Background: an optimization exercise with open tools, aiming at small area. Do not read the settings as production practice. Function was checked by simulation only, so behaviour that the tests miss may differ from the original.

==> flow/design.v, too long to show whole: its modules and the start of the top module <==
// module qr_fa: 4 lines
// module qr_ha: 4 lines
// module qr_out: 19 lines
// module qr_hbf: 582 lines
// module qr_th: 604 lines
// module qr_engine: 3911 lines
// module qam_rx: 64 lines
module qam_rx(
    input clk,
    input reset,
    input [2:0] sw,
    input signed [17:0] rf_in,
    output signed [17:0] dec_var_i,
    output signed [17:0] dec_var_q
);
  // ...
==> flow/run.sh <==
#!/bin/bash
# synth_recipe.tcl (not shown) runs the flow's synth.tcl, then flattens the netlist and writes it again
# the make line also repeats each setting of config.mk as NAME=value (left out here)
make -C /OpenROAD-flow-scripts/flow DESIGN_CONFIG=/design/flow/config.mk WORK_HOME=/design/flow/orfs CLKGATE_MAP_FILE= SYNTH_SCRIPT=/design/flow/synth_recipe.tcl finish
==> flow/config.mk <==
export PLATFORM = sky130hd
export DESIGN_NAME = qam_rx
export DESIGN_NICKNAME = qam_rx
export VERILOG_FILES = /design/flow/design.v
export SDC_FILE = /design/flow/constraint.sdc
export NUM_CORES = 8
export LEC_CHECK = 0
export CAP_MARGIN = 20
export CORE_MARGIN = 2
export CORE_UTILIZATION = 65
export CTS_BUF_LIST = sky130_fd_sc_hd__clkbuf_8
export CTS_CLUSTER_SIZE = 24
export SLEW_MARGIN = 20
export SYNTH_HIERARCHICAL = 1
export SYNTH_MINIMUM_KEEP_SIZE = 0
==> flow/constraint.sdc <==
create_clock -name core_clock -period 12.0 [get_ports {clk}]
set_input_delay 2.4000 -clock core_clock [delete_from_list [all_inputs] [get_ports {clk}]]
set_output_delay 2.4000 -clock core_clock [all_outputs]
set_load 0.01 [all_outputs]
==> results.py, run 1 <==
metrics = {
    "sta": {
        "finalClockSkew_ns": 0.107,
        "finalCritPeriodShare": 0.904,
        "grt_setup_unrepaired": "no",
    },
    "setup_path": {
        "cp_num_cells": 27,
        "worst-path-buf-inv": 2,
        "endpoint": "EQ.A3[20]",
        "worstPathRequired_ns": 13.01,
        "ff2ff_path_depth": 27,
    },
    "floorplanning": {
        "tap-cell-count": 5497,
        "die_area_um2": 422000,
    },
    "final_layout": {
        "largest_register": "HI.xf",
        "multi_input_area_um2": 127000,
        "largest_reg_flops": 170,
        "area_dominant_class": "sequential cells",
        "clock_area_frac": 0.0643,
    },
    "logic_synthesis": {
        "synth.avg_cell_area_um2": 14.9,
        "ys.warnings.count": 11,
    },
    "global_route": {
        "use_met3": 0.0925,
        "grt_pass1_vias": 153000,
        "antenna_found_initial": 30,
        "grt_max_degree": 170,
        "top_usage_layer": "met2",
    },
    "route": {
        "wl_met1_mm": 316,
        "num_vias": 144000,
        "drc": 0,
    },
    "outcome": {
        "outcome": "finished clean",
    },
    "min_path": {
        "hold-path-cell-count": 0,
    },
}
==> run 2, diff against run 1 <==
--- a/flow/config.mk
+++ b/flow/config.mk
@@ -9,6 +9,4 @@
 export CORE_MARGIN = 2
 export CORE_UTILIZATION = 65
-export CTS_BUF_LIST = sky130_fd_sc_hd__clkbuf_8
-export CTS_CLUSTER_SIZE = 24
 export SLEW_MARGIN = 20
 export SYNTH_HIERARCHICAL = 1
==> run 2 against run 1 <==
Effect of this change: flip-flop and latch count stayed put; highest routed layer unchanged; largest cell class unchanged; still clean on timing, DRC and antenna; critical path depth stayed put; die area stayed put; clock-buffer cell count is 267 lower; via count is 0.45% lower; setup slack worse by 0.041 ns; core utilization is 0.11 points higher.
==> results.py, run 2 <==
metrics = {
    "route": {
        "num_vias": 144000,
        "drc": 0,
        "ant_nets": 0,
        "viasPerCell": 5.86,
        "drt-wirelength-per-cell_um": 30.2,
        "wirelength_mm": 741,
        "drtPass1Iterations": 9,
        "first_iter_violations": 14000,
    },
    "setup_path": {
        "cp_common_cell": "fa_1",
        "cp_slowest_cell": "fa_1",
        "worstPathMaxFanout": 32,
        "timing.rr.start": "ph[0]",
        "worstPathRequired_ns": 12.79,
        "ff2ff_path_depth": 27,
        "crit_path_end_kind": "flop",
        "r2r_slack_ns": 1.11,
        "critical_path_class": "flop to flop",
        "cp.arrival_ns": 11.68,
        "r2r_end": "EQ.A3[21]",
        "cp-start-kind": "flop",
        "slowest_delay_ns": 0.97,
    },
    "global_route": {
        "grt_max_degree": 170,
        "use_met2": 0.531,
        "use_met1": 0.517,
        "antenna_found_initial": 23,
        "overflow": 0,
        "groute.usage.overall": 0.357,
        "grt_pass1_wl_mm": 1070,
        "use_met3": 0.0972,
        "grt_pass1_vias": 152000,
        "top_usage_layer": "met2",
    },
    "final_layout": {
        "layout_common_cells": "4469 x dfxtp_1, 3647 x fa_1, 1590 x edfxtp_1, 1409 x inv_1, 1096 x mux2_2",
        "reg.largest.list": "HI.xf: 170 flops, HQ.xf: 153 flops",
        "largest_reg_flops": 170,
        "nets": 23100,
        "fillCellCount": 26100,
        "largest_register": "HI.xf",
        "final_common_cell": "dfxtp_1",
        "syn2layout_area_growth_pct": 9.81,
        "layout-drive-gt1-share": 0.119,
        "regArea_um2": 137000,
        "multi_input_area_um2": 127000,
    },
    "sta": {
        "clock.fmax_mhz": 91.8,
        "setup_viol_count_final": 0,
        "slew-limit-headroom": 0.252,
        "finalMaxSlewViolations": 0,
        "tightest_slew_ns": 1.12,
        "hold_viol": 0,
        "hold_ws_ns": 0.287,
        "grt_setup_unrepaired": "no",
        "finalClockSkew_ns": 0.0540,
        "fin_tns_setup_ns": 0,
        "finalCritPeriodShare": 0.907,
        "finalCriticalPeriod_ns": 10.89,
    },
    "floorplanning": {
        "dieHeight_um": 650,
        "dieWidth_um": 650,
        "die_area_um2": 422000,
        "std_cell_rows": 237,
        "core-area_um2": 416000,
        "io_pins": 59,
        "initial_core_util": 0.652,
    },
    "logic_synthesis": {
        "synth.avg_cell_area_um2": 14.9,
        "ys.warnings.count": 11,
        "netlist_area_um2": 271000,
        "synth_cells": 18200,
    },
    "outcome": {
        "outcome": "finished clean",
    },
    "clock_network": {
        "clk_pin_slew_ns": 0.07,
        "postCtsHoldBufs": 0,
        "cts_root_buffer": "clkbuf_16",
        "cts_tree": "done",
        "worst_skew_pair.late_latency_ns": 1.08,
        "htree_levels": 6,
        "clock_sinks": 6064,
        "clockBufferDepth": 4,
        "cts_made_buffers": 568,
        "post_cts_buffers": 0,
        "cts-resized-gates": 0,
    },
    "place": {
        "hpwl_mm": 586,
        "gp_congestion": 1.02,
        "portBuffers": 58,
    },
    "min_path": {
        "hold-path-cell-count": 0,
        "worstHoldEndpoint": "EQ.rg110[15]",
        "min_path_type": "flop to flop",
        "hold_start": "EQ.rg110[11]",
    },
    "flow_run": {
        "cap_violations": 0,
    },
}
[run 2: final cells by class]
cell class / count / share of cell area
repair buffers: 172 / 0.00530
flip-flops and latches: 6064 / 0.462
well taps: 5497 / 0.0231
inverters: 1411 / 0.0178
clock buffers: 823 / 0.0564
clock inverters: 217 / 0.00930
multi-input cells: 10300 / 0.426
diodes: 14 / 0.000118
[run 2: metrics by stage]
step	setup WS, ns	std cells	cell area [um^2]	util
2_1_floorplan	0.0716	18200	271000	-
3_3_place_gp	1.33	23500	278000	0.668
3_5_place_dp	1.28	23500	278000	0.668
4_1_cts	1.23	24500	297000	0.715
5_1_grt	0.764	24500	297000	0.715
6_report	1.11	24500	297000	0.715
[run 2: how the worst max path moves through the flow]
stage                     cells after the start         to  slack (ns)  startpoint
final                                        27  EQ.A3[21]        1.11       ph[0]
after global routing                         32    d1q[14]        0.76      qd3[0]
after CTS                                    32    d1q[14]        1.23      qd3[0]
after detailed placement                     32    d1i[14]        1.28      qd3[0]
after global placement                       28  EQ.A3[11]        1.33       ph[0]
after floorplan                              34    d1i[14]        0.07        p[0]
[run 2: critical path: cells and delay by family (launching register included)]
family          cells  cell delay, ns
simple gates        5            1.07
compound gates      4            0.96
fa+ha+maj          15            7.27
xor+xnor            1            0.23
buf+inv             2            0.61
flops               1            0.46
[run 2: layer usage]
layer	part of all wire	wire length [um]
met1	0.42	314000
met3	0.096	71100
met2	0.44	329000
met5	0.000097	72
met4	0.037	27500
==> run 3, diff against run 2 <==
--- a/flow/config.mk
+++ b/flow/config.mk
@@ -8,5 +8,5 @@
 export CAP_MARGIN = 20
 export CORE_MARGIN = 2
-export CORE_UTILIZATION = 65
+export CORE_UTILIZATION = 40
 export SLEW_MARGIN = 20
 export SYNTH_HIERARCHICAL = 1
==> run 3 against run 2 <==
Effect of this change: register-to-register slack got worse by 0.11 ns; global-route usage fell by 14 points; cell count rose by 14%; first-iteration DRC count fell by 26%; clock skew rose by 0.067 ns; critical path depth rose by 1; maximum frequency fell by 1.0%; core utilization fell by 27 points; flip-flop and latch count did not move; clock-buffer cell count fell by 8.
==> results.py, run 3 <==
metrics = {
    "outcome": {
        "outcome": "finished clean",
    },
    "global_route": {
        "groute.usage.overall": 0.217,
        "antenna_found_initial": 35,
        "grt_pass1_vias": 149000,
        "grt_pass1_wl_mm": 1070,
        "overflow": 0,
        "grt_max_degree": 149,
    },
    "flow_run": {
        "cap_violations": 0,
    },
    "logic_synthesis": {
        "ys.warnings.count": 11,
        "synth.avg_cell_area_um2": 14.9,
        "synth_cells": 18200,
        "netlist_area_um2": 271000,
    },
    "sta": {
        "tightest_slew_ns": 1.19,
        "finalCriticalPeriod_ns": 11.00,
        "finalCritPeriodShare": 0.917,
        "grt_setup_unrepaired": "no",
        "finalClockSkew_ns": 0.121,
        "hold_viol": 0,
        "clock.fmax_mhz": 90.9,
        "fin_tns_setup_ns": 0,
        "slew-limit-headroom": 0.203,
        "setup_viol_count_final": 0,
        "finalMaxSlewViolations": 0,
    },
    "place": {
        "portBuffers": 58,
        "hpwl_mm": 601,
        "dp.cells": 27000,
        "gp_congestion": 0.965,
    },
    "floorplanning": {
        "die_area_um2": 684000,
        "dieWidth_um": 827,
        "dieHeight_um": 827,
        "core-area_um2": 676000,
        "std_cell_rows": 302,
        "initial_core_util": 0.401,
        "io_pins": 59,
    },
    "clock_network": {
        "cts-resized-gates": 0,
        "cts_root_buffer": "clkbuf_16",
        "clk_pin_slew_ns": 0.06,
        "htree_levels": 6,
        "clockBufferDepth": 4,
        "postCtsHoldBufs": 0,
        "cts_tree": "done",
        "cts_made_buffers": 600,
        "post_cts_buffers": 0,
        "clock_sinks": 6064,
        "worst_skew_pair.late_latency_ns": 1.18,
    },
    "setup_path": {
        "crit_path_end_kind": "flop",
        "worstPathRequired_ns": 12.86,
        "cp-start-kind": "flop",
        "worstPathMaxFanout": 49,
        "slowest_delay_ns": 0.77,
        "cp.arrival_ns": 11.86,
        "critical_path_class": "flop to flop",
        "cp_common_cell": "fa_1",
        "cp_slowest_cell": "nor2b_1",
    },
    "final_layout": {
        "layout_common_cells": "4469 x dfxtp_1, 3647 x fa_1, 1590 x edfxtp_1, 1409 x inv_1, 1096 x mux2_2",
        "nets": 23200,
        "layout-drive-gt1-share": 0.124,
        "largest_register": "HI.xf",
        "largest_reg_flops": 170,
        "reg.largest.list": "HI.xf: 170 flops, HQ.xf: 153 flops",
        "syn2layout_area_growth_pct": 12.0,
        "fin_cells": 28100,
        "final_common_cell": "dfxtp_1",
    },
    "route": {
        "viasPerCell": 4.96,
        "wirelength_mm": 739,
        "drtPass1Iterations": 7,
        "drc": 0,
        "ant_nets": 0,
        "first_iter_violations": 10300,
        "drt-wirelength-per-cell_um": 26.3,
        "num_vias": 139000,
    },
    "min_path": {
        "min_path_type": "flop to flop",
    },
}
run 3: changes by cell type in the layout (fill, tap and decap cells not counted), sizes merged:
cell / before / now
clkinv: 149 / 188
diode: 14 / 9
clkbuf: 823 / 816
inv: 1450 / 1441
clkinvlp: 10 / 23
bufinv: 19 / 39
buf: 116 / 146
run 3: worst paths after layout:
path                    from         end  slack (ns)  cells past startpoint
setup / recovery       ph[0]   EI.A3[11]         1.0                     28
hold / removal    EI.rg23[4]  EI.rg23[8]        0.25                      0
setup reg to reg       ph[0]   EI.A3[11]         1.0                     28
hold reg to reg   EI.rg23[4]  EI.rg23[8]        0.25                      0
run 3: cell type report:
class	instances	area, um^2
Inverter	1411	5300
Antenna cell	9	22.5
Clock buffer	815	17200
Tap cell	8968	11200
Timing Repair Buffer	203	1780
Sequential cell	6064	137000
Multi-Input combinational cell	10300	127000
Clock inverter	280	3700
Fill cell	59900	372000
run 3: per-stage QoR:
step | setup slack (ns) | utilization | hold WS (ns) | area [um^2]
CTS | 1.10 | 0.449 | 0.238 | 303000
global placement | 1.10 | 0.418 | 0.310 | 282000
floorplan | 0.0716 | - | 0.310 | 271000
finish | 0.998 | 0.449 | 0.246 | 303000
detailed placement | 1.10 | 0.418 | 0.312 | 282000
global route | 0.603 | 0.449 | 0.247 | 303000
run 3: critical path: cells and delay by family (launching register included):
| family | cells | cell delay (ns) |
|---|---|---|
| buf+inv | 3 | 0.80 |
| xor+xnor | 1 | 0.21 |
| compound gates | 6 | 1.45 |
| simple gates | 4 | 1.28 |
| fa+ha+maj | 14 | 6.46 |
| flops | 1 | 0.43 |
run 3: metal layers:
layer  share of wire  up-vias  GRT usage  wire (um)
met5        0.000091        -          0         67
met1            0.43    73200      0.295     320000
li1                -    61400          -          -
met2            0.47     3485      0.351     346000
met4           0.047       12     0.0859      35000
met3           0.050     1021     0.0325      36900

separate check: timing with driven ports:
How much do the figures lean on ideal ports? The routed layouts below were timed once more, with nothing changed but the port constraints.
Step 1, drivers: a clkbuf_16 drives clk and a buf_2 each remaining input, both assumed.
Step 2 moves the port delays by t, midway between the first and last clock arrival at a register: inputs arrive t later, outputs are due t later. That takes back most of the time a late clock gives input paths.
Slacks: ideal ports / drivers / drivers and shift; pairs: ideal ports / drivers.
run	t, ns	setup WS [ns]	hold slack, ns
run 1	1.393	1.151 / 1.151 / 1.151	0.249 / 0.249 / 0.249
run 2	1.175	1.110 / 1.110 / 1.110	0.287 / 0.287 / 0.287
run 3	1.244	0.998 / 0.998 / 0.998	0.246 / 0.246 / 0.246
After both steps setup and hold are still met in every run listed.
